This is an optimization exercise on Yosys and OpenROAD, whose aim is small area, a short achievable clock period and few clock cycles per item, not a production implementation.
At most, simulation tests tie the RTL to the original design; equivalence was not proved.
For runs 4 and 5, only the layout was checked, not whether the RTL still works.

`flow/design.v`:
```
module gcd( input [31:0] a_in,
            input [31:0] b_in,
            input start,
            input reset_n,
            input clk,
            output [31:0] result,
            output done);
  localparam int M = 3;           
  logic [32:0] a, b;              
  logic        fb;                
  logic [4:0]  k;                 
  logic        h;                 
  logic        busy;
  logic        bz;                
  wire k_zero = (k == 5'd0);
  wire a_zero = (a == 33'd0);
  wire a_odd = a[0] ^ a[32];
  wire b_odd = b[0] ^ fb;
  wire [32:0] ag0 = b & a;
  wire [32:0] ap  = b ^ a;
  wire [31:0] ag  = {ag0[31:1], ag0[0] | ap[0]};
  wire cy_g0_1 = ag[1] | (ap[1] & ag[0]);
  wire cy_p0_1 = ap[1] & ap[0];
  wire cy_g0_3 = ag[3] | (ap[3] & ag[2]);
  wire cy_p0_3 = ap[3] & ap[2];
  wire cy_g0_5 = ag[5] | (ap[5] & ag[4]);
  wire cy_p0_5 = ap[5] & ap[4];
  wire cy_g0_7 = ag[7] | (ap[7] & ag[6]);
  wire cy_p0_7 = ap[7] & ap[6];
  wire cy_g0_9 = ag[9] | (ap[9] & ag[8]);
  wire cy_p0_9 = ap[9] & ap[8];
  wire cy_g0_11 = ag[11] | (ap[11] & ag[10]);
  wire cy_p0_11 = ap[11] & ap[10];
  wire cy_g0_13 = ag[13] | (ap[13] & ag[12]);
  wire cy_p0_13 = ap[13] & ap[12];
  wire cy_g0_15 = ag[15] | (ap[15] & ag[14]);
  wire cy_p0_15 = ap[15] & ap[14];
  wire cy_g0_17 = ag[17] | (ap[17] & ag[16]);
  wire cy_p0_17 = ap[17] & ap[16];
  wire cy_g0_19 = ag[19] | (ap[19] & ag[18]);
  wire cy_p0_19 = ap[19] & ap[18];
  wire cy_g0_21 = ag[21] | (ap[21] & ag[20]);
  wire cy_p0_21 = ap[21] & ap[20];
  wire cy_g0_23 = ag[23] | (ap[23] & ag[22]);
  wire cy_p0_23 = ap[23] & ap[22];
  wire cy_g0_25 = ag[25] | (ap[25] & ag[24]);
  wire cy_p0_25 = ap[25] & ap[24];
  wire cy_g0_27 = ag[27] | (ap[27] & ag[26]);
  wire cy_p0_27 = ap[27] & ap[26];
  wire cy_g0_29 = ag[29] | (ap[29] & ag[28]);
  wire cy_p0_29 = ap[29] & ap[28];
  wire cy_g0_31 = ag[31] | (ap[31] & ag[30]);
  wire cy_p0_31 = ap[31] & ap[30];
  wire cy_g1_3 = cy_g0_3 | (cy_p0_3 & cy_g0_1);
  wire cy_p1_3 = cy_p0_3 & cy_p0_1;
  wire cy_g1_7 = cy_g0_7 | (cy_p0_7 & cy_g0_5);
  wire cy_p1_7 = cy_p0_7 & cy_p0_5;
  wire cy_g1_11 = cy_g0_11 | (cy_p0_11 & cy_g0_9);
  wire cy_p1_11 = cy_p0_11 & cy_p0_9;
  wire cy_g1_15 = cy_g0_15 | (cy_p0_15 & cy_g0_13);
  wire cy_p1_15 = cy_p0_15 & cy_p0_13;
  wire cy_g1_19 = cy_g0_19 | (cy_p0_19 & cy_g0_17);
  wire cy_p1_19 = cy_p0_19 & cy_p0_17;
  wire cy_g1_23 = cy_g0_23 | (cy_p0_23 & cy_g0_21);
  wire cy_p1_23 = cy_p0_23 & cy_p0_21;
  wire cy_g1_27 = cy_g0_27 | (cy_p0_27 & cy_g0_25);
  wire cy_p1_27 = cy_p0_27 & cy_p0_25;
  wire cy_g1_31 = cy_g0_31 | (cy_p0_31 & cy_g0_29);
  wire cy_p1_31 = cy_p0_31 & cy_p0_29;
  wire cy_g2_7 = cy_g1_7 | (cy_p1_7 & cy_g1_3);
  wire cy_p2_7 = cy_p1_7 & cy_p1_3;
  wire cy_g2_15 = cy_g1_15 | (cy_p1_15 & cy_g1_11);
  wire cy_p2_15 = cy_p1_15 & cy_p1_11;
  wire cy_g2_23 = cy_g1_23 | (cy_p1_23 & cy_g1_19);
  wire cy_p2_23 = cy_p1_23 & cy_p1_19;
  wire cy_g2_31 = cy_g1_31 | (cy_p1_31 & cy_g1_27);
  wire cy_p2_31 = cy_p1_31 & cy_p1_27;
  wire cy_g3_15 = cy_g2_15 | (cy_p2_15 & cy_g2_7);
  wire cy_p3_15 = cy_p2_15 & cy_p2_7;
  wire cy_g3_31 = cy_g2_31 | (cy_p2_31 & cy_g2_23);
  wire cy_p3_31 = cy_p2_31 & cy_p2_23;
  wire cy_g4_31 = cy_g3_31 | (cy_p3_31 & cy_g3_15);
  wire cy_p4_31 = cy_p3_31 & cy_p3_15;
  wire cy_g5_23 = cy_g2_23 | (cy_p2_23 & cy_g3_15);
  wire cy_p5_23 = cy_p2_23 & cy_p3_15;
  wire cy_g6_11 = cy_g1_11 | (cy_p1_11 & cy_g2_7);
  wire cy_p6_11 = cy_p1_11 & cy_p2_7;
  wire cy_g6_19 = cy_g1_19 | (cy_p1_19 & cy_g3_15);
  wire cy_p6_19 = cy_p1_19 & cy_p3_15;
  wire cy_g6_27 = cy_g1_27 | (cy_p1_27 & cy_g5_23);
  wire cy_p6_27 = cy_p1_27 & cy_p5_23;
  wire cy_g7_5 = cy_g0_5 | (cy_p0_5 & cy_g1_3);
  wire cy_p7_5 = cy_p0_5 & cy_p1_3;
  wire cy_g7_9 = cy_g0_9 | (cy_p0_9 & cy_g2_7);
  wire cy_p7_9 = cy_p0_9 & cy_p2_7;
  wire cy_g7_13 = cy_g0_13 | (cy_p0_13 & cy_g6_11);
  wire cy_p7_13 = cy_p0_13 & cy_p6_11;
  wire cy_g7_17 = cy_g0_17 | (cy_p0_17 & cy_g3_15);
  wire cy_p7_17 = cy_p0_17 & cy_p3_15;
  wire cy_g7_21 = cy_g0_21 | (cy_p0_21 & cy_g6_19);
  wire cy_p7_21 = cy_p0_21 & cy_p6_19;
  wire cy_g7_25 = cy_g0_25 | (cy_p0_25 & cy_g5_23);
  wire cy_p7_25 = cy_p0_25 & cy_p5_23;
  wire cy_g7_29 = cy_g0_29 | (cy_p0_29 & cy_g6_27);
  wire cy_p7_29 = cy_p0_29 & cy_p6_27;
  wire cy_g8_2 = ag[2] | (ap[2] & cy_g0_1);
  wire cy_p8_2 = ap[2] & cy_p0_1;
  wire cy_g8_4 = ag[4] | (ap[4] & cy_g1_3);
  wire cy_p8_4 = ap[4] & cy_p1_3;
  wire cy_g8_6 = ag[6] | (ap[6] & cy_g7_5);
  wire cy_p8_6 = ap[6] & cy_p7_5;
  wire cy_g8_8 = ag[8] | (ap[8] & cy_g2_7);
  wire cy_p8_8 = ap[8] & cy_p2_7;
  wire cy_g8_10 = ag[10] | (ap[10] & cy_g7_9);
  wire cy_p8_10 = ap[10] & cy_p7_9;
  wire cy_g8_12 = ag[12] | (ap[12] & cy_g6_11);
  wire cy_p8_12 = ap[12] & cy_p6_11;
  wire cy_g8_14 = ag[14] | (ap[14] & cy_g7_13);
  wire cy_p8_14 = ap[14] & cy_p7_13;
  wire cy_g8_16 = ag[16] | (ap[16] & cy_g3_15);
  wire cy_p8_16 = ap[16] & cy_p3_15;
  wire cy_g8_18 = ag[18] | (ap[18] & cy_g7_17);
  wire cy_p8_18 = ap[18] & cy_p7_17;
  wire cy_g8_20 = ag[20] | (ap[20] & cy_g6_19);
  wire cy_p8_20 = ap[20] & cy_p6_19;
  wire cy_g8_22 = ag[22] | (ap[22] & cy_g7_21);
  wire cy_p8_22 = ap[22] & cy_p7_21;
  wire cy_g8_24 = ag[24] | (ap[24] & cy_g5_23);
  wire cy_p8_24 = ap[24] & cy_p5_23;
  wire cy_g8_26 = ag[26] | (ap[26] & cy_g7_25);
  wire cy_p8_26 = ap[26] & cy_p7_25;
  wire cy_g8_28 = ag[28] | (ap[28] & cy_g6_27);
  wire cy_p8_28 = ap[28] & cy_p6_27;
  wire cy_g8_30 = ag[30] | (ap[30] & cy_g7_29);
  wire cy_p8_30 = ap[30] & cy_p7_29;
  wire [31:0] cy_G = {cy_g4_31, cy_g8_30, cy_g7_29, cy_g8_28, cy_g6_27, cy_g8_26, cy_g7_25, cy_g8_24, cy_g5_23, cy_g8_22, cy_g7_21, cy_g8_20, cy_g6_19, cy_g8_18, cy_g7_17, cy_g8_16, cy_g3_15, cy_g8_14, cy_g7_13, cy_g8_12, cy_g6_11, cy_g8_10, cy_g7_9, cy_g8_8, cy_g2_7, cy_g8_6, cy_g7_5, cy_g8_4, cy_g1_3, cy_g8_2, cy_g0_1, ag[0]};
  wire [32:0] e = ap ^ {cy_G, 1'b1};        
  wire e_zero = &(a ^ b);                   
  wire swap = e[32] ^ b[32];                
  wire strip  = h || (!a_odd && !b_odd);    
  wire a_even = !a_odd && b_odd;
  wire odd    = a_odd && b_odd;
  logic [32:0] x;
  logic        fx;
  always_comb begin
    if (strip || a_even) begin x = a; fx = a[32]; end
    else if (odd)        begin x = e; fx = 1'b0;  end
    else                 begin x = b; fx = fb;    end
  end
  wire [3:0] xl = x[3:0] ^ {4{fx}};
  logic [32:0] xs;
  always_comb begin
    xs = {x[32], x[32:1]};
    if (strip) xs = {x[32], x[32:1]};
    else if (M >= 4 && xl[3:0] == 4'd0) xs = {{4{x[32]}}, x[32:4]};
    else if (M >= 3 && xl[2:0] == 3'd0) xs = {{3{x[32]}}, x[32:3]};
    else if (M >= 2 && xl[1:0] == 2'd0) xs = {{2{x[32]}}, x[32:2]};
  end
  wire conv = !fx && x[32] && xs[0];
  wire fin = bz || (odd && e_zero);
  assign done   = busy && fin && k_zero;
  assign result = a[31:0] ^ {32{a[32]}};
  always_ff @(posedge clk, negedge reset_n) begin
    if (!reset_n)                  busy <= 1'b0;
    else if (!busy)                busy <= start;
    else if (fin && k_zero)        busy <= 1'b0;
  end
  wire load = !busy && start;
  always_ff @(posedge clk) begin
    b  <= load ? {1'b1, ~b_in} : {xs[32:1], xs[0] & !conv};
    fb <= load | fx | conv;
  end
  always_ff @(posedge clk) begin
    if (load) begin
      a  <= {1'b0, a_in};
      k  <= '0;
      h  <= 1'b0;
      bz <= (b_in == 32'd0);
    end else if (busy && bz) begin
      if (!k_zero) begin
        a <= {a[31:0], a[32]};
        k <= k - 5'd1;
      end
    end else if (busy) begin
      bz <= odd ? e_zero : a_zero;
      if (strip) begin
        a <= b;
        h <= !h;
        if (h) k <= k + 5'd1;
      end else if (a_even || (odd && swap)) begin
        a <= b;
      end
    end
  end
endmodule
```
`flow/flow/run.sh`:
```
#!/bin/bash
# Standard ORFS layout, with the port buffers made of the smallest buffer
# cell and a clock tree without dummy loads.
set -euo pipefail
export BUFFER_PORTS_ARGS="-buffer_cell sky130_fd_sc_hd__buf_1"
export CTS_ARGS="-sink_clustering_enable -repair_clock_nets -dont_use_dummy_load -sink_clustering_size 80 -sink_clustering_max_diameter 400 -buf_list sky130_fd_sc_hd__clkbuf_16"
bash standard.sh > standard_flow.log 2>&1
```
`flow/standard.sh`:
```
#!/bin/bash
# synth_recipe.tcl (not shown) runs the flow's synth.tcl, then flattens the netlist and writes it again
# the make line also repeats each setting of config.mk as NAME=value (left out here)
make -C /OpenROAD-flow-scripts/flow DESIGN_CONFIG=/design/flow/config.mk WORK_HOME=/design/flow/orfs CLKGATE_MAP_FILE= SYNTH_SCRIPT=/design/flow/synth_recipe.tcl "${@:-finish}"
```
`flow/config.mk`:
```
export PLATFORM = sky130hd
export DESIGN_NAME = gcd
export DESIGN_NICKNAME = gcd
export VERILOG_FILES = /design/flow/design.v
export SDC_FILE = /design/flow/constraint.sdc
export NUM_CORES = 4
export LEC_CHECK = 0
export CAP_MARGIN = 20
export CORE_MARGIN = 2
export CORE_UTILIZATION = 40
export GPL_ROUTABILITY_DRIVEN = 0
export PLACE_DENSITY = 0.6
export SETUP_SLACK_MARGIN = 0.6
export SLEW_MARGIN = 20
```
`flow/constraint.sdc`:
```
create_clock -name core_clock -period 4.0 [get_ports {clk}]
set_input_delay 0.8000 -clock core_clock [delete_from_list [all_inputs] [get_ports {clk}]]
set_output_delay 0.8000 -clock core_clock [all_outputs]
set_load 0.01 [all_outputs]
```
==> impl_metrics.prom, run 1 <==
# TYPE chip_impl_metric gauge
chip_impl_info{name="run_status",value="finished clean"} 1
chip_impl_metric{name="clk-insertion-delay-late",unit="ns"} 0.35
chip_impl_info{name="critical_path.top_delay_family",value="compound AO/OA/AOI/OAI gates"} 1
chip_impl_info{name="tritoncts",value="yes"} 1
chip_impl_metric{name="final_cell_count_no_fill",unit=""} 1118
chip_impl_metric{name="yosys.cell_types.count",unit=""} 68
chip_impl_metric{name="number_of_enable_type_register_cells_in_the_synthesized_netlist",unit=""} 33
chip_impl_metric{name="setup-tns-final",unit="ns"} 0
chip_impl_metric{name="cp_slowest_stage_delay",unit="ns"} 0.53
chip_impl_metric{name="wirelength",unit="µm"} 20900
chip_impl_metric{name="numPlacedInstances",unit=""} 1079
chip_impl_metric{name="rows",unit=""} 46
chip_impl_info{name="critPathKind",value="flip-flop to flip-flop"} 1
chip_impl_metric{name="grt_max_degree",unit=""} 66
chip_impl_metric{name="cts_made_buffers",unit=""} 9
chip_impl_metric{name="fin_skew",unit="ns"} 0.0156
chip_impl_info{name="setup.worst_path.start_class",value="flip-flop"} 1
chip_impl_info{name="grt_setup_unrepaired",value="yes"} 1
chip_impl_metric{name="dr_wl_met2",unit="µm"} 9440
chip_impl_info{name="cts-root-buf",value="clkbuf_16"} 1
chip_impl_info{name="crit_path_end_kind",value="flip-flop"} 1
chip_impl_metric{name="dpl.hpwl",unit="µm"} 15100
chip_impl_metric{name="drtAntennaViolNets",unit=""} 0
chip_impl_metric{name="synth_area_per_cell",unit="µm²"} 8.08
chip_impl_metric{name="proportion_of_layout_cells_with_a_drive_suffix_above_1",unit="%"} 14.5
chip_impl_metric{name="num_antenna_cells",unit=""} 0
chip_impl_metric{name="detail_route.vias_per_cell",unit=""} 5.71
chip_impl_info{name="crit_slowest_cell",value="fa_2"} 1
chip_impl_metric{name="final_nets",unit=""} 1023
chip_impl_metric{name="h-tree-depth",unit=""} 3
chip_impl_metric{name="relative_slew_slack",unit="%"} 36.6
chip_impl_info{name="critical_path.cell_chain",value="ha_4, a21oi_2, o21ai_2, a221oi_4, o21ai_4, a21oi_4, o21bai_4, nand2_2, nand2b_1, fa_2, nand2_1, a21oi_1, a21oi_2, buf_4, a211oi_2, nor2_1, a21oi_1"} 1
chip_impl_info{name="synth-main-ff-cell",value="dfxtp_1"} 1
chip_impl_metric{name="clk_pin_slew",unit="ns"} 0.06
chip_impl_metric{name="synthesized_instance_count",unit=""} 784
chip_impl_info{name="synth.most_common_cell",value="nand2_1"} 1
chip_impl_metric{name="clock_sinks",unit=""} 75
chip_impl_info{name="route.top_layer_used",value="met4"} 1
chip_impl_metric{name="placement.cell_area",unit="mm²"} 0.00704
chip_impl_metric{name="grt_pass1_vias",unit=""} 5882
chip_impl_metric{name="floorplan.die_area",unit="mm²"} 0.0169
chip_impl_metric{name="layout_min_cycle_time",unit="ns"} 3.29
chip_impl_metric{name="report.final.setup_viol",unit=""} 0
chip_impl_metric{name="tightestPinTransition",unit="ns"} 0.944
chip_impl_metric{name="globalRouteTotalUtil",unit="%"} 25.1
chip_impl_metric{name="detail_route.drc_violations",unit=""} 0
chip_impl_metric{name="area_delta_synth_final",unit="%"} 22.6
chip_impl_metric{name="wl_per_cell",unit="µm"} 18.7
chip_impl_info{name="synthTopCellsByCount",value="nand2_1, a21oi_1, nor2_1, o21ai_0, dfxtp_1"} 1
chip_impl_metric{name="vias",unit=""} 6387
chip_impl_metric{name="worstPathMaxFanout",unit=""} 3
chip_impl_metric{name="mappedNetlistNets",unit=""} 903
chip_impl_metric{name="timing.critical_path.required",unit="ns"} 4.27
chip_impl_metric{name="firstDrtPassIters",unit=""} 5
chip_impl_metric{name="fmax",unit="GHz"} 0.304
chip_impl_metric{name="final_hold_viol_count",unit=""} 0
chip_impl_info{name="yosysTopAreaCell",value="edfxtp_1"} 1
chip_impl_metric{name="grt_first_pass_wirelength",unit="µm"} 32400
chip_impl_metric{name="ios",unit=""} 100
chip_impl_metric{name="fin_crit_sh",unit="%"} 82.2
chip_impl_metric{name="die_w",unit="µm"} 130
chip_impl_metric{name="gr-total-overflow",unit=""} 0
chip_impl_metric{name="start_util",unit="%"} 40.3
chip_impl_metric{name="chip_height",unit="µm"} 130
chip_impl_metric{name="cap_viol_max_count",unit=""} 0
chip_impl_metric{name="routedLengthMet1",unit="µm"} 9380
chip_impl_info{name="worst_hold_path_type",value="primary input to async pin"} 1
chip_impl_metric{name="bufs_and_invs_on_worst_path",unit=""} 1
chip_impl_metric{name="io_buffers",unit=""} 99
chip_impl_metric{name="postSynthRegisterBits",unit=""} 75
chip_impl_metric{name="final_area",unit="mm²"} 0.00777
chip_impl_metric{name="drt_iter0_drc",unit=""} 545
chip_impl_metric{name="yosys_warnings",unit=""} 1
chip_impl_info{name="top_area_cells_in_the_synthesized_netlist",value="edfxtp_1, dfxtp_1, ha_1"} 1
chip_impl_metric{name="route.met3.wl",unit="µm"} 1590
chip_impl_metric{name="antenna_found_initial",unit=""} 0
chip_impl_metric{name="cts_hold_buffers",unit=""} 0
chip_impl_metric{name="worst_ep_arrival_time",unit="ns"} 3.56
chip_impl_metric{name="synth.yosys.seq_area_share",unit="%"} 29.0
chip_impl_metric{name="cts-root-to-sink-buffers",unit=""} 2
chip_impl_metric{name="synth.cell_area",unit="mm²"} 0.00634
chip_impl_metric{name="synth_top_cell_area_share",unit="%"} 15.6
chip_impl_metric{name="async_reset_ff_share",unit="%"} 1.33
chip_impl_metric{name="drv_slew",unit=""} 0
chip_impl_metric{name="core_area",unit="mm²"} 0.0157
-- cells in the final DEF, fill, tap and decap left out, types with 21 or more instances in the layout --
master / count
ha_1: 26
nand2_1: 108
edfxtp_1: 33
buf_1: 99
xor2_1: 33
buf_4: 59
a211oi_1: 21
nor3_1: 21
o21ai_0: 46
inv_1: 27
nor2_1: 67
xnor2_1: 22
a21oi_1: 72
a22oi_1: 27
dfxtp_1: 38
-- worst reg2reg max path, cell delays in order (launching register included) --
cell	delay, ns
edfxtp_1	0.42
ha_4	0.25
a21oi_2	0.14
o21ai_2	0.10
a221oi_4	0.30
o21ai_4	0.13
a21oi_4	0.19
o21bai_4	0.10
nand2_2	0.08
nand2b_1	0.08
fa_2	0.53
nand2_1	0.04
a21oi_1	0.19
a21oi_2	0.07
buf_4	0.16
a211oi_2	0.23
nor2_1	0.07
a21oi_1	0.12
-- logic make-up (layout without fill, tap and decap cells) --
logic type      Yosys count  after routing  share of synthesized area, %
buf+inv                  81            199                          5.19
fa+ha+maj                52             52                          12.3
simple gates            259            259                          18.5
xor+xnor                 58             58                          8.43
compound gates          253            253                          25.7
flops                    75             75                          29.0
mux                       6              6                         0.967
-- cell type report --
class	count	area, µm²
fillers	1610	7940
clock buffers	9	225
multi-input cells	628	4480
inverters	31	119
well taps	216	270
repair buffers	159	835
flip-flops and latches	75	1840
-- layer usage --
metal / vias to the layer above / GRT usage [%]
li1: 3079 / -
met1: 3032 / 34.1
met2: 233 / 39.3
met3: 43 / 6.11
met4: 0 / 8.29
met5: - / 0
-- registers in the layout, indices dropped and copies added (netlist names) --
name and count:
b 33, busy 1, bz 1, k 5, fb 1, h 1
a 33
-- metrics by stage --
| stage | hold slack (ns) | util, % | setup slack, ns |
|---|---|---|---|
| floorplan | 0.471 | - | 0.582 |
| global placement | 0.485 | 44.8 | 0.209 |
| detailed placement | 0.497 | 44.8 | 0.267 |
| CTS | 0.208 | 47.9 | 0.603 |
| global route | 0.210 | 49.5 | 0.511 |
| finish | 0.209 | 49.5 | 0.711 |
-- repair_timing --
| item | in CTS | in global routing |
|---|---|---|
| buffers inserted | 18 | 12 |
| pin swaps | 14 | 28 |
| endpoints found under the setup margin | 14 | 17 |
| resized for setup | 23 | 28 |
| hold endpoints to repair | 0 | 0 |
-- worst paths after layout --
path / from / endpoint / slack [ns] / depth (start not counted)
hold reg to reg: k[4]$_SDFFE_PP0P_ / k[4]$_SDFFE_PP0P_ / 0.51 / 2
setup reg to reg: a[11]$_DFFE_PP_ / b[25]$_DFF_P_ / 0.71 / 17
max in group asynchronous: reset_n / busy$_DFF_PN0_ / 3.68 / 1
hold / removal: reset_n / busy$_DFF_PN0_ / 0.21 / 1
setup / recovery: a[11]$_DFFE_PP_ / b[25]$_DFF_P_ / 0.71 / 17
min in group core_clock: k[4]$_SDFFE_PP0P_ / k[4]$_SDFFE_PP0P_ / 0.51 / 2
Testbench counts, summed over its fixed seeds: cycles 53,893, items 2,400.
==> run 2: changes to the inputs <==
--- a/flow/config.mk
+++ b/flow/config.mk
@@ -9,4 +9,3 @@
 export CORE_MARGIN = 2
-export CORE_UTILIZATION = 40
-export GPL_ROUTABILITY_DRIVEN = 0
+export CORE_UTILIZATION = 45
 export PLACE_DENSITY = 0.6
==> impl_metrics.prom, run 2 <==
# TYPE chip_impl_metric gauge
chip_impl_metric{name="io_buffers",unit=""} 99
chip_impl_metric{name="grt_first_pass_wirelength",unit="µm"} 32800
chip_impl_metric{name="multiplexer_area_fraction_after_synthesis",unit="%"} 0.967
chip_impl_metric{name="die_w",unit="µm"} 123
chip_impl_info{name="setup.worst_path.start_class",value="flip-flop"} 1
chip_impl_metric{name="final_cell_count_no_fill",unit=""} 1088
chip_impl_info{name="synth.most_common_cell",value="nand2_1"} 1
chip_impl_metric{name="post_synthesis_xor_xnor_area_fraction",unit="%"} 8.43
chip_impl_metric{name="synth.cell_area",unit="mm²"} 0.00634
chip_impl_metric{name="numPlacedInstances",unit=""} 1041
chip_impl_info{name="layout_common_cells",value="nand2_1, buf_1, a21oi_1"} 1
chip_impl_info{name="worst_hold_path_type",value="primary input to async pin"} 1
chip_impl_metric{name="proportion_of_layout_cells_with_a_drive_suffix_above_1",unit="%"} 15.5
chip_impl_metric{name="rows",unit=""} 43
chip_impl_metric{name="clk_pin_slew",unit="ns"} 0.05
chip_impl_metric{name="final_nets",unit=""} 1029
chip_impl_metric{name="fill_cells",unit=""} 1321
chip_impl_metric{name="finalWeightedCongestion",unit=""} 0.955
chip_impl_metric{name="wl_per_cell",unit="µm"} 20.0
chip_impl_metric{name="ios",unit=""} 100
chip_impl_metric{name="cts_hold_buffers",unit=""} 0
chip_impl_metric{name="worstPathMaxFanout",unit=""} 5
chip_impl_metric{name="postSynthRegisterBits",unit=""} 75
chip_impl_info{name="critPathKind",value="flip-flop to output pin"} 1
chip_impl_metric{name="setup-tns-final",unit="ns"} 0
chip_impl_metric{name="num_antenna_cells",unit=""} 0
chip_impl_metric{name="relative_slew_slack",unit="%"} 17.8
chip_impl_metric{name="drt_iter0_drc",unit=""} 529
chip_impl_metric{name="fin_crit_sh",unit="%"} 83.4
chip_impl_info{name="run_status",value="finished clean"} 1
chip_impl_info{name="combinational_family_with_the_most_area_after_synthesis",value="compound AO/OA/AOI/OAI gates"} 1
chip_impl_metric{name="final_hold_viol_count",unit=""} 0
chip_impl_metric{name="synth.yosys.seq_area_share",unit="%"} 29.0
chip_impl_info{name="biggestRegsByFlops",value="a: 33 flops, b: 33 flops, k: 5 flops"} 1
chip_impl_info{name="tritoncts",value="yes"} 1
chip_impl_info{name="crit_path_end_kind",value="output pin"} 1
chip_impl_metric{name="synth_area_in_compound_gates",unit="%"} 25.7
chip_impl_metric{name="core_area",unit="mm²"} 0.0138
chip_impl_metric{name="globalRouteTotalUtil",unit="%"} 28.4
chip_impl_metric{name="yosys.cell_types.count",unit=""} 68
chip_impl_info{name="grt_setup_unrepaired",value="yes"} 1
chip_impl_metric{name="clock_sinks",unit=""} 75
chip_impl_metric{name="route.met3.wl",unit="µm"} 1570
chip_impl_metric{name="yosys_warnings",unit=""} 1
chip_impl_metric{name="grt_pass1_vias",unit=""} 6214
chip_impl_metric{name="tightestPinTransition",unit="ns"} 1.23
chip_impl_metric{name="dr_wl_met2",unit="µm"} 10100
chip_impl_metric{name="fmax",unit="GHz"} 0.300
chip_impl_metric{name="timing.critical_path.required",unit="ns"} 3.20
chip_impl_metric{name="number_of_enable_type_register_cells_in_the_synthesized_netlist",unit=""} 33
chip_impl_metric{name="synth_top_cell_area_share",unit="%"} 15.6
chip_impl_metric{name="vias",unit=""} 6542
chip_impl_info{name="yosysTopAreaCell",value="edfxtp_1"} 1
chip_impl_metric{name="gr-total-overflow",unit=""} 0
chip_impl_metric{name="detail_route.drc_violations",unit=""} 0
chip_impl_metric{name="post_synth_and_or_nand_nor_area_fraction",unit="%"} 18.5
chip_impl_info{name="final_common_cell",value="nand2_1"} 1
chip_impl_metric{name="synth_area_per_cell",unit="µm²"} 8.08
chip_impl_metric{name="chip_height",unit="µm"} 123
chip_impl_metric{name="firstDrtPassIters",unit=""} 5
chip_impl_metric{name="async_reset_ff_share",unit="%"} 1.33
chip_impl_metric{name="cts_made_buffers",unit=""} 9
chip_impl_metric{name="clk-insertion-delay-late",unit="ns"} 0.35
chip_impl_metric{name="floorplan.die_area",unit="mm²"} 0.0151
chip_impl_info{name="cts-root-buf",value="clkbuf_16"} 1
chip_impl_metric{name="drv_slew",unit=""} 0
chip_impl_metric{name="drtAntennaViolNets",unit=""} 0
chip_impl_metric{name="synthesized_instance_count",unit=""} 784
chip_impl_metric{name="cap_viol_max_count",unit=""} 0
chip_impl_metric{name="antenna_found_initial",unit=""} 0
chip_impl_info{name="synth-main-ff-cell",value="dfxtp_1"} 1
chip_impl_metric{name="worst_ep_arrival_time",unit="ns"} 2.54
chip_impl_metric{name="report.final.setup_viol",unit=""} 0
chip_impl_metric{name="detail_route.vias_per_cell",unit=""} 6.01
chip_impl_metric{name="cts-root-to-sink-buffers",unit=""} 2
chip_impl_info{name="top_area_cells_in_the_synthesized_netlist",value="edfxtp_1, dfxtp_1, ha_1"} 1
chip_impl_metric{name="start_util",unit="%"} 45.8
chip_impl_metric{name="area_delta_synth_final",unit="%"} 23.0
chip_impl_info{name="route.top_layer_used",value="met4"} 1
chip_impl_metric{name="dpl.hpwl",unit="µm"} 15200
chip_impl_metric{name="layout_min_cycle_time",unit="ns"} 3.34
chip_impl_metric{name="mappedNetlistNets",unit=""} 903
chip_impl_metric{name="grt_max_degree",unit=""} 45
chip_impl_metric{name="wirelength",unit="µm"} 21800
chip_impl_metric{name="fin_skew",unit="ns"} 0.00869
chip_impl_metric{name="routedLengthMet1",unit="µm"} 9390
chip_impl_metric{name="synthAdderAreaFrac",unit="%"} 12.3
chip_impl_metric{name="h-tree-depth",unit=""} 3
chip_impl_info{name="synthTopCellsByCount",value="nand2_1, a21oi_1, nor2_1, o21ai_0, dfxtp_1"} 1
## run 2: path summary, 6_finish.rpt
kind | startpoint | end | slack, ns | depth (start not counted)
setup / recovery | a[31]$_DFFE_PP_ | done | 0.66 | 6
hold / removal | reset_n | busy$_DFF_PN0_ | 0.20 | 1
setup reg to reg | a[0]$_DFFE_PP_ | b[29]$_DFF_P_ | 0.68 | 19
hold reg to reg | k[4]$_SDFFE_PP0P_ | k[4]$_SDFFE_PP0P_ | 0.52 | 2
max in group asynchronous | reset_n | busy$_DFF_PN0_ | 3.70 | 1
min in group core_clock | k[4]$_SDFFE_PP0P_ | k[4]$_SDFFE_PP0P_ | 0.52 | 2
## run 2: per-layer routing
layer,up-vias,track usage (%)
li1,3087,-
met1,3159,37.3
met2,243,45.6
met3,53,4.93
met4,0,13.0
met5,-,0
## run 2: critical path, cell delays in order (launching register included)
cell and delay [ns]:
edfxtp_1 0.52, ha_1 0.41, nand4_1 0.20, nor4_4 0.38, and4_1 0.33, o211a_1 0.19, buf_1 0.16
## run 2: kinds of logic (layout without fill, tap and decap cells)
kind of cell / Yosys count / in the layout
compound gates: 253 / 254
flops: 75 / 75
fa+ha+maj: 52 / 52
buf+inv: 81 / 204
simple gates: 259 / 259
mux: 6 / 6
xor+xnor: 58 / 58
## run 2: cell type report
cell class,count,area (µm²),share of cell area [%]
timing repair buffer,164,860,11.0
sequential,75,1840,23.6
inverter,31,119,1.52
tap,180,225,2.89
multi-input combinational,629,4530,58.1
clock buffer,9,225,2.89
## run 2: stage by stage
step | utilization [%] | instance area [µm²] | setup slack (ns) | hold slack, ns
CTS | 53.8 | 7430 | 0.603 | 0.196
detailed placement | 50.4 | 6960 | 0.369 | 0.505
finish | 56.4 | 7800 | 0.664 | 0.203
floorplan | - | 6350 | 0.582 | 0.471
global route | 56.4 | 7800 | 0.457 | 0.203
global placement | 50.4 | 6960 | 0.456 | 0.490
## run 2: timing repair
action                     in CTS  in global routing
setup buffers                  17                 20
gates resized for setup        17                 43
pin swaps                       9                 43
cloned                          0                  1
setup endpoints to repair      15                 48
hold endpoints to repair        0                  0
==> run 3: changes to the inputs <==
--- a/flow/config.mk
+++ b/flow/config.mk
@@ -9,4 +9,4 @@
 export CORE_MARGIN = 2
-export CORE_UTILIZATION = 45
-export PLACE_DENSITY = 0.6
+export CORE_UTILIZATION = 40
+export PLACE_DENSITY = 0.55
 export SETUP_SLACK_MARGIN = 0.6
==> impl_metrics.prom, run 3 <==
# TYPE chip_impl_metric gauge
chip_impl_metric{name="io_buffers",unit=""} 99
chip_impl_metric{name="fill_cells",unit=""} 1562
chip_impl_metric{name="multiInputGateArea",unit="mm²"} 0.00452
chip_impl_info{name="final_common_cell",value="nand2_1"} 1
chip_impl_metric{name="num_antenna_cells",unit=""} 0
chip_impl_metric{name="synth_area_per_cell",unit="µm²"} 8.08
chip_impl_info{name="biggestRegsByFlops",value="a: 33 flops, b: 33 flops, k: 5 flops"} 1
chip_impl_metric{name="numPlacedInstances",unit=""} 1078
chip_impl_info{name="crit_path_end_kind",value="flip-flop"} 1
chip_impl_info{name="synth-main-ff-cell",value="dfxtp_1"} 1
chip_impl_info{name="run_status",value="finished clean"} 1
chip_impl_info{name="cts-root-buf",value="clkbuf_16"} 1
chip_impl_metric{name="multiplexer_area_fraction_after_synthesis",unit="%"} 0.967
chip_impl_metric{name="post_synthesis_xor_xnor_area_fraction",unit="%"} 8.43
chip_impl_info{name="top_area_cells_in_the_synthesized_netlist",value="edfxtp_1, dfxtp_1, ha_1"} 1
chip_impl_info{name="combinational_family_with_the_most_area_after_synthesis",value="compound AO/OA/AOI/OAI gates"} 1
chip_impl_info{name="tritoncts",value="yes"} 1
chip_impl_metric{name="proportion_of_layout_cells_with_a_drive_suffix_above_1",unit="%"} 15.9
chip_impl_metric{name="final_area",unit="mm²"} 0.00783
chip_impl_info{name="worst_hold_path_type",value="primary input to async pin"} 1
chip_impl_metric{name="wl_per_cell",unit="µm"} 20.2
chip_impl_metric{name="postSynthRegisterBits",unit=""} 75
chip_impl_metric{name="mappedNetlistNets",unit=""} 903
chip_impl_metric{name="async_reset_ff_share",unit="%"} 1.33
chip_impl_metric{name="vias",unit=""} 6524
chip_impl_metric{name="yosys.cell_types.count",unit=""} 68
chip_impl_metric{name="die_w",unit="µm"} 130
chip_impl_metric{name="synthesized_instance_count",unit=""} 784
chip_impl_metric{name="fmax",unit="GHz"} 0.294
chip_impl_metric{name="globalRouteTotalUtil",unit="%"} 26.2
chip_impl_metric{name="drt_iter0_drc",unit=""} 579
chip_impl_metric{name="relative_slew_slack",unit="%"} 18.8
chip_impl_metric{name="cap_viol_max_count",unit=""} 0
chip_impl_metric{name="clock_sinks",unit=""} 75
chip_impl_metric{name="clk-insertion-delay-late",unit="ns"} 0.35
chip_impl_metric{name="placement.cell_area",unit="mm²"} 0.00704
chip_impl_metric{name="synth.yosys.seq_area_share",unit="%"} 29.0
chip_impl_metric{name="h-tree-depth",unit=""} 3
chip_impl_metric{name="layout_min_cycle_time",unit="ns"} 3.40
chip_impl_metric{name="setup-tns-final",unit="ns"} 0
chip_impl_metric{name="final_hold_viol_count",unit=""} 0
chip_impl_metric{name="drtAntennaViolNets",unit=""} 0
chip_impl_metric{name="cts-root-to-sink-buffers",unit=""} 2
chip_impl_metric{name="detail_route.vias_per_cell",unit=""} 5.83
chip_impl_metric{name="ios",unit=""} 100
chip_impl_info{name="yosysTopAreaCell",value="edfxtp_1"} 1
chip_impl_metric{name="grt_first_pass_wirelength",unit="µm"} 34000
chip_impl_metric{name="chip_height",unit="µm"} 130
chip_impl_metric{name="fin_crit_sh",unit="%"} 85.1
chip_impl_metric{name="synth_top_cell_area_share",unit="%"} 15.6
chip_impl_metric{name="final_nets",unit=""} 1025
chip_impl_metric{name="cts_made_buffers",unit=""} 9
chip_impl_metric{name="report.final.setup_viol",unit=""} 0
chip_impl_metric{name="dpl.hpwl",unit="µm"} 15500
chip_impl_metric{name="final_cell_count_no_fill",unit=""} 1120
chip_impl_metric{name="grt_pass1_vias",unit=""} 6131
chip_impl_metric{name="timing.critical_path.required",unit="ns"} 4.23
chip_impl_metric{name="post_synth_and_or_nand_nor_area_fraction",unit="%"} 18.5
chip_impl_metric{name="yosys_warnings",unit=""} 1
chip_impl_metric{name="ff_latch_area",unit="mm²"} 0.00184
chip_impl_info{name="synthTopCellsByCount",value="nand2_1, a21oi_1, nor2_1, o21ai_0, dfxtp_1"} 1
chip_impl_metric{name="synth.cell_area",unit="mm²"} 0.00634
chip_impl_metric{name="finalWeightedCongestion",unit=""} 0.880
chip_impl_info{name="synth.most_common_cell",value="nand2_1"} 1
chip_impl_metric{name="area_delta_synth_final",unit="%"} 23.5
chip_impl_metric{name="fin_skew",unit="ns"} 0.0125
chip_impl_metric{name="grt_max_degree",unit=""} 83
chip_impl_info{name="setup.worst_path.start_class",value="flip-flop"} 1
chip_impl_info{name="grt_setup_unrepaired",value="yes"} 1
chip_impl_metric{name="floorplan.die_area",unit="mm²"} 0.0169
chip_impl_metric{name="firstDrtPassIters",unit=""} 5
chip_impl_metric{name="detail_route.drc_violations",unit=""} 0
chip_impl_metric{name="worst_ep_arrival_time",unit="ns"} 3.63
chip_impl_metric{name="synthAdderAreaFrac",unit="%"} 12.3
chip_impl_info{name="layout_common_cells",value="nand2_1, buf_1, nor2_1"} 1
chip_impl_metric{name="rr_worst_depth",unit=""} 10
chip_impl_info{name="critPathKind",value="flip-flop to flip-flop"} 1
chip_impl_metric{name="tightestPinTransition",unit="ns"} 1.22
chip_impl_metric{name="drv_slew",unit=""} 0
chip_impl_metric{name="synth_area_in_compound_gates",unit="%"} 25.7
chip_impl_metric{name="core_area",unit="mm²"} 0.0157
chip_impl_metric{name="worstPathMaxFanout",unit=""} 6
chip_impl_metric{name="clk_pin_slew",unit="ns"} 0.06
chip_impl_metric{name="gr-total-overflow",unit=""} 0
chip_impl_metric{name="start_util",unit="%"} 40.3
chip_impl_metric{name="wirelength",unit="µm"} 22600
chip_impl_metric{name="number_of_enable_type_register_cells_in_the_synthesized_netlist",unit=""} 33
chip_impl_metric{name="reg2reg_setup_slack",unit="ns"} 0.60
chip_impl_metric{name="rows",unit=""} 46
chip_impl_metric{name="antenna_found_initial",unit=""} 0
run 3: final cells by class:
class                      instances  area share [%]
clock buffer                       9            2.88
inverter                          31            1.52
multi-input combinational        629            57.7
sequential                        75            23.5
tap                              216            3.45
timing repair buffer             160            10.9
run 3: worst paths after layout:
check / from / to
max: a[11]$_DFFE_PP_ / b[0]$_DFF_P_
min: reset_n / busy$_DFF_PN0_
max reg2reg: a[11]$_DFFE_PP_ / b[0]$_DFF_P_
min reg2reg: k[4]$_SDFFE_PP0P_ / k[4]$_SDFFE_PP0P_
max in group asynchronous: reset_n / busy$_DFF_PN0_
min in group core_clock: k[4]$_SDFFE_PP0P_ / k[4]$_SDFFE_PP0P_
run 3: repair_timing:
action                                  in CTS  in global routing
pin swaps                                   10                 24
hold buffers                                 0                  0
cloned                                       0                  1
buffers inserted                            15                 17
endpoints found under the setup margin      47                 39
resized for setup                           16                 49
endpoints found under the hold margin        0                  0
run 3: metrics by stage:
step	worst slack [ns]	hold WS (ns)	util (%)
global route	0.405	0.198	49.8
floorplan	0.582	0.471	-
CTS	0.551	0.197	47.3
detailed placement	0.278	0.504	44.8
global placement	0.337	0.497	44.8
finish	0.595	0.205	49.8
run 3: per-layer routing:
layer | wire length, µm | up-vias | global-route usage [%]
li1 | - | 3083 | -
met1 | 10200 | 3157 | 35.3
met2 | 10700 | 251 | 43.0
met3 | 1280 | 33 | 3.98
met4 | 431 | 0 | 8.98
met5 | 0 | - | 0
run 3: logic make-up (layout without fill, tap and decap cells):
| kind of cell | Yosys count | in the layout |
|---|---|---|
| AND/OR/NAND/NOR | 259 | 259 |
| XOR/XNOR | 58 | 58 |
| buffers and inverters | 81 | 200 |
| AO/OA/AOI/OAI | 253 | 254 |
| adder cells (fa/ha/maj) | 52 | 52 |
| flip-flops | 75 | 75 |
| multiplexers | 6 | 6 |
run 3: worst max-delay path, cell delays in order (launching register included):
cell	delay [ns]
edfxtp_1	0.43
ha_4	0.28
a21oi_1	0.17
o21ai_2	0.10
a221oi_2	0.34
o21ai_4	0.12
buf_4	0.16
a211oi_2	0.37
mux2_1	0.38
or4_1	0.66
o31a_1	0.29
==> run 4: changes to the inputs <==
--- a/flow/design.v
+++ b/flow/design.v
@@ -7,3 +7,3 @@
             output done);
-  localparam int M = 3;           
+  localparam int M = 4;           
   logic [32:0] a, b;              
--- a/flow/config.mk
+++ b/flow/config.mk
@@ -10,3 +10,3 @@
 export CORE_UTILIZATION = 40
-export PLACE_DENSITY = 0.55
+export PLACE_DENSITY = 0.6
 export SETUP_SLACK_MARGIN = 0.6
==> impl_metrics.prom, run 4 <==
# TYPE chip_impl_metric gauge
chip_impl_metric{name="fmax",unit="GHz"} 0.283
chip_impl_info{name="yosysTopAreaCell",value="edfxtp_1"} 1
chip_impl_metric{name="fin_ws",unit="ns"} 0.467
chip_impl_metric{name="relative_slew_slack",unit="%"} 46.8
chip_impl_metric{name="chip_height",unit="µm"} 134
chip_impl_info{name="synthTopCellsByCount",value="nand2_1, a21oi_1, nor2_1, o21ai_0, dfxtp_1"} 1
chip_impl_metric{name="reg2reg_setup_slack",unit="ns"} 0.47
chip_impl_metric{name="vias",unit=""} 7153
chip_impl_metric{name="synth_area_per_cell",unit="µm²"} 8.17
chip_impl_metric{name="clk-insertion-delay-late",unit="ns"} 0.35
chip_impl_metric{name="final_nets",unit=""} 1079
chip_impl_metric{name="worst_ep_arrival_time",unit="ns"} 3.75
chip_impl_metric{name="grtUsageMet2",unit="%"} 40.3
chip_impl_info{name="crit_start",value="a[0]$_DFFE_PP_"} 1
chip_impl_metric{name="worstPathMaxFanout",unit=""} 5
chip_impl_metric{name="area_delta_synth_final",unit="%"} 23.6
chip_impl_info{name="synth.most_common_cell",value="nand2_1"} 1
chip_impl_metric{name="use_met3",unit="%"} 2.72
chip_impl_metric{name="setup-tns-final",unit="ns"} 0
chip_impl_metric{name="synth.cell_area",unit="mm²"} 0.00678
chip_impl_metric{name="number_of_enable_type_register_cells_in_the_synthesized_netlist",unit=""} 33
chip_impl_metric{name="yosys.cell_types.count",unit=""} 63
chip_impl_info{name="setup.worst_path.start_class",value="flip-flop"} 1
chip_impl_metric{name="floorplan.die_area",unit="mm²"} 0.0180
chip_impl_metric{name="cts-root-to-sink-buffers",unit=""} 2
chip_impl_info{name="cts-root-buf",value="clkbuf_16"} 1
chip_impl_metric{name="synth.yosys.seq_area_share",unit="%"} 27.1
chip_impl_metric{name="grt_pass1_vias",unit=""} 6441
chip_impl_metric{name="synthesized_instance_count",unit=""} 829
chip_impl_info{name="synth-main-ff-cell",value="dfxtp_1"} 1
chip_impl_metric{name="core_area",unit="mm²"} 0.0166
chip_impl_metric{name="grt_max_degree",unit=""} 51
chip_impl_metric{name="start_util",unit="%"} 40.9
chip_impl_metric{name="layout_min_cycle_time",unit="ns"} 3.53
chip_impl_metric{name="tightestPinTransition",unit="ns"} 0.796
chip_impl_info{name="crit_path_end_kind",value="flip-flop"} 1
chip_impl_metric{name="fin_skew",unit="ns"} 0.0121
chip_impl_metric{name="dpl.hpwl",unit="µm"} 16300
chip_impl_metric{name="h-tree-depth",unit=""} 3
chip_impl_metric{name="yosys_warnings",unit=""} 1
chip_impl_metric{name="report.final.setup_viol",unit=""} 0
chip_impl_metric{name="rr_worst_depth",unit=""} 19
chip_impl_metric{name="wl_per_cell",unit="µm"} 20.4
chip_impl_info{name="biggestRegsByFlops",value="a: 33 flops, b: 33 flops, k: 5 flops"} 1
chip_impl_metric{name="gr-usage-met1",unit="%"} 36.6
chip_impl_metric{name="async_reset_ff_share",unit="%"} 1.33
chip_impl_metric{name="grt_first_pass_wirelength",unit="µm"} 36200
chip_impl_metric{name="rows",unit=""} 47
chip_impl_info{name="regToRegEndpoint",value="b[29]$_DFF_P_"} 1
chip_impl_metric{name="drv_slew",unit=""} 0
chip_impl_metric{name="detail_route.drc_violations",unit=""} 0
chip_impl_metric{name="cts_made_buffers",unit=""} 9
chip_impl_info{name="run_status",value="finished clean"} 1
chip_impl_info{name="worst_hold_path_type",value="primary input to async pin"} 1
chip_impl_metric{name="proportion_of_layout_cells_with_a_drive_suffix_above_1",unit="%"} 18.1
chip_impl_metric{name="cap_viol_max_count",unit=""} 0
chip_impl_metric{name="ios",unit=""} 100
chip_impl_info{name="reg_to_reg_start",value="a[0]$_DFFE_PP_"} 1
chip_impl_metric{name="post-place-ws",unit="ns"} 0.187
chip_impl_metric{name="wirelength",unit="µm"} 24000
chip_impl_metric{name="firstDrtPassIters",unit=""} 5
chip_impl_metric{name="hold_ws",unit="ns"} 0.199
chip_impl_metric{name="die_w",unit="µm"} 134
chip_impl_info{name="top_area_cells_in_the_synthesized_netlist",value="edfxtp_1, dfxtp_1, ha_1"} 1
chip_impl_metric{name="final_hold_viol_count",unit=""} 0
chip_impl_metric{name="synth_top_cell_area_share",unit="%"} 14.6
chip_impl_metric{name="drt_iter0_drc",unit=""} 668
chip_impl_metric{name="globalRouteTotalUtil",unit="%"} 25.6
chip_impl_metric{name="clk_pin_slew",unit="ns"} 0.06
chip_impl_metric{name="finalWeightedCongestion",unit=""} 0.872
chip_impl_info{name="gr-max-usage-layer",value="met2"} 1
chip_impl_info{name="grt_setup_unrepaired",value="yes"} 1
chip_impl_metric{name="mappedNetlistNets",unit=""} 948
chip_impl_metric{name="gr-total-overflow",unit=""} 0
chip_impl_metric{name="drtAntennaViolNets",unit=""} 0
chip_impl_info{name="final_common_cell",value="buf_1"} 1
chip_impl_info{name="layout_common_cells",value="buf_1, nand2_1, buf_4"} 1
chip_impl_metric{name="detail_route.vias_per_cell",unit=""} 6.07
chip_impl_info{name="critPathKind",value="flip-flop to flip-flop"} 1
chip_impl_metric{name="cts_hold_buffers",unit=""} 0
chip_impl_metric{name="fin_crit_sh",unit="%"} 88.3
chip_impl_info{name="tritoncts",value="yes"} 1
chip_impl_metric{name="io_buffers",unit=""} 99
chip_impl_info{name="critical_path.endpoint",value="b[29]$_DFF_P_"} 1
chip_impl_metric{name="clock_sinks",unit=""} 75
chip_impl_metric{name="timing.critical_path.required",unit="ns"} 4.22
chip_impl_metric{name="antenna_found_initial",unit=""} 0
chip_impl_metric{name="num_antenna_cells",unit=""} 0
chip_impl_metric{name="postSynthRegisterBits",unit=""} 75
## run 4: cell type report
cell class	instances	area, µm²
flip-flops and latches	75	1840
inverters	37	139
fillers	1651	8210
multi-input cells	663	4950
well taps	220	275
repair buffers	174	942
clock buffers	9	225
## run 4: worst max-delay path, stage by stage (launching register included)
cell	delay, ns
edfxtp_1	0.37
inv_2	0.07
ha_4	0.16
fa_2	0.36
nand3b_1	0.23
a21oi_4	0.24
o31ai_4	0.09
nand2_2	0.13
a21oi_4	0.09
o21bai_4	0.23
nand2b_4	0.09
a21oi_4	0.16
fa_2	0.44
nand2_2	0.07
a21oi_2	0.05
a21oi_2	0.25
buf_4	0.17
a21boi_2	0.04
o21ai_1	0.13
a31oi_1	0.05
## run 4: routing by layer
metal / up-vias / part of all wire [%]
li1: 3335 / -
met1: 3452 / 44
met2: 324 / 46
met3: 42 / 7.1
met4: 0 / 2.6
met5: - / 0
## run 4: worst min path at each step
| stage | start | endpoint | slack (ns) | cells past startpoint |
|---|---|---|---|---|
| after floorplan | k[4]$_SDFFE_PP0P_ | k[4]$_SDFFE_PP0P_ | 0.47 | 2 |
| after global placement | k[4]$_SDFFE_PP0P_ | k[4]$_SDFFE_PP0P_ | 0.50 | 2 |
| after detailed placement | k[4]$_SDFFE_PP0P_ | k[4]$_SDFFE_PP0P_ | 0.51 | 2 |
| after CTS | reset_n | busy$_DFF_PN0_ | 0.20 | 1 |
| after global routing | reset_n | busy$_DFF_PN0_ | 0.21 | 1 |
| final | reset_n | busy$_DFF_PN0_ | 0.20 | 1 |
## run 4: per-stage QoR
step                util (%)  area (µm²)  std cells
floorplan                  -        6820        829
global placement        45.3        7510       1132
detailed placement      45.3        7510       1132
CTS                     47.7        7910       1149
global route            50.5        8370       1178
finish                  50.5        8370       1178
## run 4: cell families (layout without fill, tap and decap cells)
family | after synthesis | after routing | share of synthesized area, %
AOI/OAI and AO/OA | 258 | 259 | 25.9
xor gates and xnor gates | 56 | 56 | 7.79
DFF | 75 | 75 | 27.1
adders and majority gates | 52 | 52 | 11.5
buffers and inverters | 92 | 220 | 6.11
muxes | 13 | 13 | 1.94
and+or+nand+nor | 283 | 283 | 19.7
## run 4: repair_timing
action / CTS / global route
endpoints found under the setup margin: 51 / 62
pin swaps: 20 / 30
gates resized for setup: 31 / 50
gates cloned: 0 / 1
buffers inserted: 8 / 28
==> run 5: changes to the inputs <==
--- a/flow/design.v
+++ b/flow/design.v
@@ -7,3 +7,3 @@
             output done);
-  localparam int M = 4;           
+  localparam int M = 2;           
   logic [32:0] a, b;              
==> impl_metrics.prom, run 5 <==
# TYPE chip_impl_metric gauge
chip_impl_metric{name="timing.critical_path.required",unit="ns"} 4.22
chip_impl_metric{name="proportion_of_layout_cells_with_a_drive_suffix_above_1",unit="%"} 15.6
chip_impl_metric{name="synth.yosys.seq_area_share",unit="%"} 29.7
chip_impl_metric{name="finalWeightedCongestion",unit=""} 0.885
chip_impl_metric{name="clk_pin_slew",unit="ns"} 0.06
chip_impl_info{name="worst_hold_path_type",value="primary input to async pin"} 1
chip_impl_metric{name="cts-root-to-sink-buffers",unit=""} 2
chip_impl_info{name="critical_path.top_delay_family",value="compound AO/OA/AOI/OAI gates"} 1
chip_impl_metric{name="report.final.setup_viol",unit=""} 0
chip_impl_metric{name="grt_first_pass_wirelength",unit="µm"} 29000
chip_impl_metric{name="ios",unit=""} 100
chip_impl_metric{name="die_w",unit="µm"} 128
chip_impl_metric{name="globalRouteTotalUtil",unit="%"} 22.8
chip_impl_info{name="combinational_family_with_the_most_area_after_synthesis",value="compound AO/OA/AOI/OAI gates"} 1
chip_impl_info{name="crit_path_end_kind",value="flip-flop"} 1
chip_impl_metric{name="dpl.hpwl",unit="µm"} 13800
chip_impl_metric{name="grt_pass1_vias",unit=""} 5496
chip_impl_metric{name="vias",unit=""} 5894
chip_impl_metric{name="rr_worst_depth",unit=""} 16
chip_impl_info{name="synthTopCellsByCount",value="nand2_1, mux2i_1, nor2_1, xor2_1"} 1
chip_impl_metric{name="synth_top_cell_area_share",unit="%"} 16.0
chip_impl_metric{name="h-tree-depth",unit=""} 3
chip_impl_metric{name="post_synthesis_xor_xnor_area_fraction",unit="%"} 7.93
chip_impl_metric{name="io_buffers",unit=""} 99
chip_impl_info{name="synth.most_common_cell",value="nand2_1"} 1
chip_impl_metric{name="bufs_and_invs_on_worst_path",unit=""} 1
chip_impl_metric{name="core_area",unit="mm²"} 0.0151
chip_impl_info{name="cts-root-buf",value="clkbuf_16"} 1
chip_impl_metric{name="area_delta_synth_final",unit="%"} 22.9
chip_impl_metric{name="drv_slew",unit=""} 0
chip_impl_metric{name="async_reset_ff_share",unit="%"} 1.33
chip_impl_metric{name="tightestPinTransition",unit="ns"} 0.950
chip_impl_metric{name="firstDrtPassIters",unit=""} 5
chip_impl_metric{name="relative_slew_slack",unit="%"} 36.2
chip_impl_info{name="crit_slowest_cell",value="fa_2"} 1
chip_impl_metric{name="cts_made_buffers",unit=""} 9
chip_impl_metric{name="detail_route.drc_violations",unit=""} 0
chip_impl_metric{name="final_nets",unit=""} 954
chip_impl_metric{name="chip_height",unit="µm"} 128
chip_impl_metric{name="multiplexer_area_fraction_after_synthesis",unit="%"} 9.71
chip_impl_metric{name="gr-total-overflow",unit=""} 0
chip_impl_metric{name="synthAdderAreaFrac",unit="%"} 12.8
chip_impl_info{name="yosysTopAreaCell",value="edfxtp_1"} 1
chip_impl_metric{name="antenna_found_initial",unit=""} 0
chip_impl_metric{name="drtAntennaViolNets",unit=""} 0
chip_impl_metric{name="worst_ep_arrival_time",unit="ns"} 3.52
chip_impl_metric{name="floorplan.die_area",unit="mm²"} 0.0165
chip_impl_metric{name="synthesized_instance_count",unit=""} 700
chip_impl_metric{name="yosys.cell_types.count",unit=""} 66
chip_impl_info{name="synth-main-ff-cell",value="dfxtp_1"} 1
chip_impl_metric{name="number_of_enable_type_register_cells_in_the_synthesized_netlist",unit=""} 33
chip_impl_metric{name="layout_min_cycle_time",unit="ns"} 3.31
chip_impl_metric{name="wl_per_cell",unit="µm"} 18.9
chip_impl_metric{name="setup-tns-final",unit="ns"} 0
chip_impl_info{name="top_area_cells_in_the_synthesized_netlist",value="edfxtp_1, dfxtp_1, mux2i_1"} 1
chip_impl_info{name="critical_path.cell_chain",value="inv_4, ha_4, fa_2, nand3b_1, a21oi_4, nor3_4, o21ai_2, a21oi_2, o21bai_1, a21oi_2, fa_2, nand2_1, o211ai_1, o21ai_0, mux2i_1, mux2i_1"} 1
chip_impl_info{name="tritoncts",value="yes"} 1
chip_impl_metric{name="final_hold_viol_count",unit=""} 0
chip_impl_info{name="reg_to_reg_start",value="b[0]$_DFF_P_"} 1
chip_impl_metric{name="clk-insertion-delay-late",unit="ns"} 0.35
chip_impl_metric{name="worstPathMaxFanout",unit=""} 4
chip_impl_info{name="regToRegEndpoint",value="b[17]$_DFF_P_"} 1
chip_impl_metric{name="synth_area_in_compound_gates",unit="%"} 18.5
chip_impl_metric{name="reg2reg_setup_slack",unit="ns"} 0.69
chip_impl_metric{name="cts_hold_buffers",unit=""} 0
chip_impl_metric{name="cap_viol_max_count",unit=""} 0
chip_impl_metric{name="clock_sinks",unit=""} 75
chip_impl_metric{name="cp_slowest_stage_delay",unit="ns"} 0.54
chip_impl_metric{name="fin_skew",unit="ns"} 0.0120
chip_impl_metric{name="drt_iter0_drc",unit=""} 375
chip_impl_metric{name="grt_max_degree",unit=""} 38
chip_impl_metric{name="mappedNetlistNets",unit=""} 819
chip_impl_metric{name="post_synth_and_or_nand_nor_area_fraction",unit="%"} 16.0
chip_impl_metric{name="start_util",unit="%"} 40.8
chip_impl_metric{name="synth.cell_area",unit="mm²"} 0.00618
chip_impl_info{name="run_status",value="finished clean"} 1
chip_impl_info{name="biggestRegsByFlops",value="a: 33 flops, b: 33 flops, k: 5 flops"} 1
chip_impl_metric{name="postSynthRegisterBits",unit=""} 75
chip_impl_info{name="grt_setup_unrepaired",value="yes"} 1
chip_impl_metric{name="rows",unit=""} 45
chip_impl_metric{name="fmax",unit="GHz"} 0.302
chip_impl_info{name="layout_common_cells",value="nand2_1, buf_1, buf_4"} 1
chip_impl_metric{name="fill_cells",unit=""} 1416
chip_impl_metric{name="yosys_warnings",unit=""} 1
chip_impl_info{name="critPathKind",value="flip-flop to flip-flop"} 1
chip_impl_info{name="setup.worst_path.start_class",value="flip-flop"} 1
chip_impl_metric{name="fin_crit_sh",unit="%"} 82.7
chip_impl_metric{name="synth_area_per_cell",unit="µm²"} 8.83
chip_impl_metric{name="wirelength",unit="µm"} 19200
chip_impl_metric{name="detail_route.vias_per_cell",unit=""} 5.77
chip_impl_metric{name="num_antenna_cells",unit=""} 0
## run 5: how the worst max path moves through the flow
stage	startpoint	endpoint	slack (ns)	cells past startpoint
2_1_floorplan	a[0]$_DFFE_PP_	b[18]$_DFF_P_	0.60	18
3_3_place_gp	b[0]$_DFF_P_	b[18]$_DFF_P_	0.35	17
3_5_place_dp	b[0]$_DFF_P_	b[17]$_DFF_P_	0.20	17
4_1_cts	a[7]$_DFFE_PP_	b[26]$_DFF_P_	0.60	16
5_1_grt	a[0]$_DFFE_PP_	b[17]$_DFF_P_	0.46	17
6_report	b[0]$_DFF_P_	b[17]$_DFF_P_	0.69	16
## run 5: metal layers
layer | GRT usage (%) | vias to the layer above | part of all wire, %
met5 | 0 | - | 0
met4 | 9.05 | 0 | 2.9
met3 | 4.34 | 41 | 6.6
met2 | 36.5 | 236 | 47
met1 | 30.4 | 2828 | 44
li1 | - | 2789 | -
## run 5: cell families (layout without fill, tap and decap cells)
group,Yosys count,after routing
and+or+nand+nor,216,216
AOI/OAI and AO/OA,168,168
buffers and inverters,75,208
DFF,75,75
xor gates and xnor gates,53,53
muxes,60,60
adders and majority gates,53,53
## run 5: final cells by class
class                           count  area, µm²  area share, %
Sequential cell                    75       1840           24.2
Timing Repair Buffer              165        867           11.4
Multi-Input combinational cell    550       4300           56.6
Clock buffer                        9        225           2.96
Inverter                           34        130           1.71
Tap cell                          188        235           3.10
## run 5: metrics by stage
stage	hold slack, ns	util (%)	worst slack [ns]	std cells	area (µm²)
floorplan	0.453	-	0.602	700	6190
global placement	0.473	44.5	0.354	963	6740
detailed placement	0.472	44.5	0.203	963	6740
CTS	0.206	46.6	0.602	978	7050
global route	0.221	50.2	0.456	1021	7600
finish	0.221	50.2	0.693	1021	7600
## run 5: repair_timing
| action | CTS | global route |
|---|---|---|
| setup endpoints to repair | 12 | 15 |
| pin swaps | 4 | 23 |
| gates resized for setup | 12 | 36 |
| endpoints found under the hold margin | 0 | 0 |
| setup buffers | 6 | 43 |
## run 5: worst reg2reg max path, stage by stage, from the launching register on
cell and delay [ns]:
dfxtp_4 0.39, inv_4 0.05, ha_4 0.15, fa_2 0.35
nand3b_1 0.23, a21oi_4 0.22, nor3_4 0.07, o21ai_2 0.21
a21oi_2 0.10, o21bai_1 0.20, a21oi_2 0.09, fa_2 0.54
nand2_1 0.05, o211ai_1 0.08, o21ai_0 0.15, mux2i_1 0.19
mux2i_1 0.12

## port drivers added, routing unchanged
In the flow no input, the clock included, has a driving cell. The finished layouts below were timed again as built, in two steps.
Step 1, drivers: a clkbuf_16 drives clk and a buf_2 each remaining input, both assumed.
Step 2 adds t to the input delays and takes it off the output delays; t is the mean of the earliest and latest rising clock arrival at the registers after step 1. Input paths then give back, and output paths get back, about the clock's delay inside the block.
a / b / c = no drivers / after step 1 / after step 2; a / b = the first two.
run | t, ns | setup WS [ns] | clock arrival spread, ns | worst slew at a driven data input, ns | cell pins on the clock port's net
run 1 | 0.390 | 0.711 / 0.696 / 0.711 | 0.016 / 0.016 | 0.04 | 1
run 2 | 0.389 | 0.664 / 0.623 / 0.679 | 0.009 / 0.009 | 0.04 | 1
run 3 | 0.379 | 0.595 / 0.595 / 0.595 | 0.012 / 0.012 | 0.04 | 1
run 4 | 0.389 | 0.467 / 0.467 / 0.467 | 0.012 / 0.012 | 0.04 | 1
run 5 | 0.386 | 0.693 / 0.693 / 0.693 | 0.012 / 0.012 | 0.05 | 1
After both steps setup and hold are still met in every run listed.
